What follows belongs to an exercise in optimizing a design on an open flow for small area; a production flow would make more cautious choices. The RTL was checked by simulation tests, not by an equivalence proof against the original design. Power is estimated from default activity; no workload was simulated. No driver is modelled on the clock port, so clocking that relies on it looks cheaper here than on a real chip.

Setup of job 7666:
Design reg_file, start of the top module:
module reg_file (
rst_n,
clk,
debug_in,
debug_out,
ram_addr,
ram_we,
ram_datain,
ram_enable,
ram_dataout
);
==> flow/config.mk <==
export PLATFORM = sky130hd
export DESIGN_NAME = reg_file
export DESIGN_NICKNAME = reg_file
export VERILOG_FILES = /design/flow/design.v
export SDC_FILE = /design/flow/constraint.sdc
export NUM_CORES = 4
export LEC_CHECK = 0
export CAP_MARGIN = 20
export CORE_MARGIN = 2
export CORE_UTILIZATION = 40
export SLEW_MARGIN = 20
==> flow/constraint.sdc <==
create_clock -name core_clock -period 5.0 [get_ports {clk}]
set_input_delay 1.0000 -clock core_clock [delete_from_list [all_inputs] [get_ports {clk}]]
set_output_delay 1.0000 -clock core_clock [all_outputs]
set_load 0.01 [all_outputs]
standard.sh (not shown) runs the stock make flow with config.mk's settings and CLKGATE_MAP_FILE= SYNTH_SCRIPT=/design/flow/synth_recipe.tcl, a recipe that flattens the netlist after the stock synthesis.
==> flow/flow/run.sh <==
#!/bin/bash
set -euo pipefail
bash standard.sh \
  "BUFFER_PORTS_ARGS=-buffer_cell sky130_fd_sc_hd__buf_1" \
  "CTS_ARGS=-sink_clustering_enable -repair_clock_nets -dont_use_dummy_load" \
  finish > flow_make.log 2>&1
> inputs changed (job 7666 -> job 4451)
- swapping 40 for 70 in CORE_UTILIZATION
==> flow/flow/run.sh <==
#!/bin/bash
# The standard layout (standard.sh) with these changes:
#  - synthesis: the standard script, but abc uses an area-oriented ABC script
#    (flow/abc_area.script); registers are mapped exactly as in the standard run
#  - port buffers use the smallest buffer cell (buf_1)
#  - CTS clusters up to 30 sinks per leaf buffer and inserts no dummy loads
set -euo pipefail
here=$(pwd)
export MY_ABC_SCRIPT=$here/flow/abc_area.script
bash standard.sh \
  "SYNTH_SCRIPT=$here/flow/synth.tcl" \
  "BUFFER_PORTS_ARGS=-buffer_cell sky130_fd_sc_hd__buf_1" \
  "CTS_ARGS=-sink_clustering_enable -repair_clock_nets -dont_use_dummy_load -sink_clustering_size 30 -sink_clustering_max_diameter 200" \
  finish > flow_make.log 2>&1
==> flow/flow/abc_area.script (new file) <==
strash
&get -n
&st
&dch -f
&nf -p -R 1000
&put
==> flow/flow/synth.tcl (new file) <==
# synth_recipe.tcl (the standard synthesis) with one change: abc maps the
# logic with the ABC script in $::env(MY_ABC_SCRIPT). Registers are mapped
# by dfflibmap before abc, exactly as in the standard synthesis.
proc synth {args} { yosys synth -nofsm -noshare {*}$args }
proc abc {args} {
  set i [lsearch -exact $args -script]
  if { $i >= 0 } {
    set args [lreplace $args [expr {$i+1}] [expr {$i+1}] $::env(MY_ABC_SCRIPT)]
  }
  yosys abc {*}$args
}
source $::env(SCRIPTS_DIR)/synth.tcl
# left out here: clear keep_hierarchy, flatten, clean up, hide names made inside functions, write 1_2_yosys.v
Job 4451 closes out successfully: all stages finished, all timing, DRC and antenna checks passed.
When the final numbers for job 4451 and job 7666 were put side by side, the time the final worst path needs with I/O delays and setup turned out to be greater in job 4451.
| die area | job 4451 vs job 7666 | 46% lower |
Comparing job 4451 and job 7666, the lower pin count of the biggest net entering global routing is on job 4451.
Compared with job 7666, job 4451 shows a area of the core that is 0.027 sq mm lower.
The inputs of job 8186 differ from those of job 4451 as listed below.
- changing CORE_UTILIZATION from 70 to 60
==> flow/flow/abc_area.script <==
strash
&get -n
&st
&nf -p -R 1000
&put
Findings:
Job 4451 has higher fmax than job 8186.
~same power attributed to sequential cells in job 4451 and job 8186
Taking job 4451 as the reference point, the chip height of job 8186 rises by 15 um.
What job 9988 does differently from job 8186 at the input level:
- a change of CORE_UTILIZATION from 60 to 40
==> flow/run.sh (new file) <==
#!/bin/bash
# synth_recipe.tcl (not shown) runs the flow's synth.tcl, then flattens the netlist and writes it again
# the make line also repeats each setting of config.mk as NAME=value (left out here)
make -C /OpenROAD-flow-scripts/flow DESIGN_CONFIG=/design/flow/config.mk WORK_HOME=/design/flow/orfs CLKGATE_MAP_FILE= SYNTH_SCRIPT=/design/flow/synth_recipe.tcl finish
removed: flow/flow/run.sh
removed: flow/flow/abc_area.script
removed: flow/flow/synth.tcl
removed: flow/standard.sh
[summary]
Job 9988: full flow OK, the timing, DRC and antenna checks passed
Job 9988 against job 8186: final cell count now sits higher; post-detailed-routing wire length now sits at about the same level.
Looking at capturing instance or port of the critical path, the debug_out[178] result is from job 9988; the ram_dataout[4] one comes from job 8186.
Changes observed in job 9988 relative to job 8186: number of vias in the routed layout now smaller, clock share of power now larger, met2 track demand over resource in global routing now smaller, required arrival time at the worst endpoint now smaller.
Job 9988 against job 8186: total power rose about 37%; number of cells in the design after placement rose 162; maximum single-stage delay on the critical path rose 0.11 ns; non-clock buffer count fell 30.
Number of distinct standard cells referenced by the synthesized netlist delta for job 9988 relative to job 8186: 13 higher
### job 9988 -> job 8514
- CORE_UTILIZATION now 80, was 40
==> flow/flow/run.sh (new file) <==
#!/bin/bash
# The standard layout (standard.sh) with these changes:
#  - synthesis: the standard script, but abc uses an area-oriented ABC script
#    (flow/abc_area.script); registers are mapped exactly as in the standard run
#  - port buffers use the smallest buffer cell (buf_1)
#  - CTS clusters up to 30 sinks per leaf buffer and inserts no dummy loads
set -euo pipefail
here=$(pwd)
export MY_ABC_SCRIPT=$here/flow/abc_area.script
bash standard.sh \
  "SYNTH_SCRIPT=$here/flow/synth.tcl" \
  "BUFFER_PORTS_ARGS=-buffer_cell sky130_fd_sc_hd__buf_1" \
  "CTS_ARGS=-sink_clustering_enable -repair_clock_nets -dont_use_dummy_load -sink_clustering_size 30 -sink_clustering_max_diameter 200" \
  finish > flow_make.log 2>&1
==> flow/flow/abc_area.script (new file) <==
strash
&get -n
&st
&dch -f
&nf -p -R 1000
&put
==> flow/flow/synth.tcl (new file) <==
# synth_recipe.tcl (the standard synthesis) with one change: abc maps the
# logic with the ABC script in $::env(MY_ABC_SCRIPT). Registers are mapped
# by dfflibmap before abc, exactly as in the standard synthesis.
proc synth {args} { yosys synth -nofsm -noshare {*}$args }
proc abc {args} {
  set i [lsearch -exact $args -script]
  if { $i >= 0 } {
    set args [lreplace $args [expr {$i+1}] [expr {$i+1}] $::env(MY_ABC_SCRIPT)]
  }
  yosys abc {*}$args
}
source $::env(SCRIPTS_DIR)/synth.tcl
# left out here: clear keep_hierarchy, flatten, clean up, hide names made inside functions, write 1_2_yosys.v
==> flow/standard.sh (new file) <==
#!/bin/bash
# synth_recipe.tcl (not shown) runs the flow's synth.tcl, then flattens the netlist and writes it again
# the make line also repeats each setting of config.mk as NAME=value (left out here)
make -C /OpenROAD-flow-scripts/flow DESIGN_CONFIG=/design/flow/config.mk WORK_HOME=/design/flow/orfs CLKGATE_MAP_FILE= SYNTH_SCRIPT=/design/flow/synth_recipe.tcl "${@:-finish}"
removed: flow/run.sh
## What came out
Job 8514 never completed, since it errored out during global routing (5_1_grt). Mux cell area share after synthesis, job 9988 and job 8514: higher on job 9988. Diff job 9988 -> job 8514: count of cells resized by post-cts repair has remained practically unchanged; number of levels the H-tree was split into went down by 2; simple-gate portion of the synthesized area went up by 2.7 points; post-synth net total +4.6%; standard-cell row count now smaller.

========
## run H
reg_file, a different RTL version from the one above (not shown whole).
Size: ~1100 cells after synthesis, roughly 800 flip-flops, roughly 600 I/O pins, roughly 21000 sq um of cells after synthesis.
clock: 5.0 ns
lec_check: 0
cap_margin: 20
core_margin: 2
core_utilization: 60
slew_margin: 20
==> flow/flow/run.sh <==
#!/bin/bash
# The standard layout (standard.sh) with these changes:
#  - synthesis: the standard script, but abc uses an area-oriented ABC script
#    (flow/abc_area.script); registers are mapped exactly as in the standard run
#  - port buffers use the smallest buffer cell (buf_1)
#  - CTS clusters up to 20 sinks within 60 um per clkbuf_8 leaf buffer and inserts no dummy loads
set -euo pipefail
here=$(pwd)
export MY_ABC_SCRIPT=$here/flow/abc_area.script
bash standard.sh \
  "SYNTH_SCRIPT=$here/flow/synth.tcl" \
  "BUFFER_PORTS_ARGS=-buffer_cell sky130_fd_sc_hd__buf_1" \
  "CTS_ARGS=-sink_clustering_enable -repair_clock_nets -dont_use_dummy_load -sink_clustering_size 20 -sink_clustering_max_diameter 60 -buf_list sky130_fd_sc_hd__clkbuf_8" \
  finish > flow_make.log 2>&1
==> flow/flow/abc_area.script <==
strash
&get -n
&st
&nf -p -R 1000
&put
==> flow/flow/synth.tcl <==
# synth_recipe.tcl (the standard synthesis) with one change: abc maps the
# logic with the ABC script in $::env(MY_ABC_SCRIPT). Registers are mapped
# by dfflibmap before abc, exactly as in the standard synthesis.
proc synth {args} { yosys synth -nofsm -noshare {*}$args }
proc abc {args} {
  set i [lsearch -exact $args -script]
  if { $i >= 0 } {
    set args [lreplace $args [expr {$i+1}] [expr {$i+1}] $::env(MY_ABC_SCRIPT)]
  }
  yosys abc {*}$args
}
source $::env(SCRIPTS_DIR)/synth.tcl
# left out here: clear keep_hierarchy, flatten, clean up, hide names made inside functions, write 1_2_yosys.v
Run H completed every stage of the flow, and the final layout passed the timing, DRC and antenna checks.
[inputs] run R vs run H
--- a/flow/flow/run.sh
+++ b/flow/flow/run.sh
@@ -6 +6 @@
-#  - CTS clusters up to 20 sinks within 60 um per clkbuf_8 leaf buffer and inserts no dummy loads
+#  - CTS clusters up to 18 sinks within 50 um per clkbuf_8 leaf buffer and inserts no dummy loads
@@ -13 +13 @@
-  "CTS_ARGS=-sink_clustering_enable -repair_clock_nets -dont_use_dummy_load -sink_clustering_size 20 -sink_clustering_max_diameter 60 -buf_list sky130_fd_sc_hd__clkbuf_8" \
+  "CTS_ARGS=-sink_clustering_enable -repair_clock_nets -dont_use_dummy_load -sink_clustering_size 18 -sink_clustering_max_diameter 50 -buf_list sky130_fd_sc_hd__clkbuf_8" \
Findings:
Any difference in routed wire length between run H and run R is small enough to ignore. Fraction of power consumed by the clock network came out higher on run R than on run H. In run R the end-of-flow core utilization turned out 0.27 points higher than in run H. Run R vs. run H: final cell count went up by 10. In the tables for run H and run R, fraction of final layout cells with drive strength greater than 1 reads lower with run H. On shortest period the worst path allows, run H loses to run R. Comparing run H and run R, the lower fmax was measured on run H. Across both runs, final-layout worst hold slack was higher for run R than for run H.

-- port drivers added, routing unchanged --
How much do the figures lean on ideal ports? The routed layouts below were timed once more, with nothing changed but the port constraints. Step 1, drivers: a clkbuf_16 drives clk and a buf_2 each remaining input, both assumed. Step 2 also shifts input and output timing later by t, the mid clock arrival at the registers, as if the neighbouring blocks saw the same clock. Three values: ideal, step 1, step 2; two values: the first two.
run	t, ns	slack for setup (ns)	clock arrival spread, ns	worst data-port slew with drivers (ns)
job 7666	0.645	1.645 / 1.683 / 1.038	0.067 / 0.067	0.15
job 4451	0.645	1.284 / 1.302 / 0.657	0.019 / 0.019	0.15
job 8186	0.647	1.006 / 1.022 / 0.375	0.044 / 0.044	0.11
job 9988	0.676	1.900 / 1.937 / 1.260	0.027 / 0.027	0.11
run H	0.674	1.567 / 1.533 / 0.859	0.071 / 0.071	0.15
run R	0.708	1.590 / 1.542 / 0.835	0.048 / 0.049	0.14
After both steps setup and hold are still met in every run listed. For run R, which loses most, drivers alone change the setup slack by -0.048 ns; drivers and shift together by -0.755 ns.
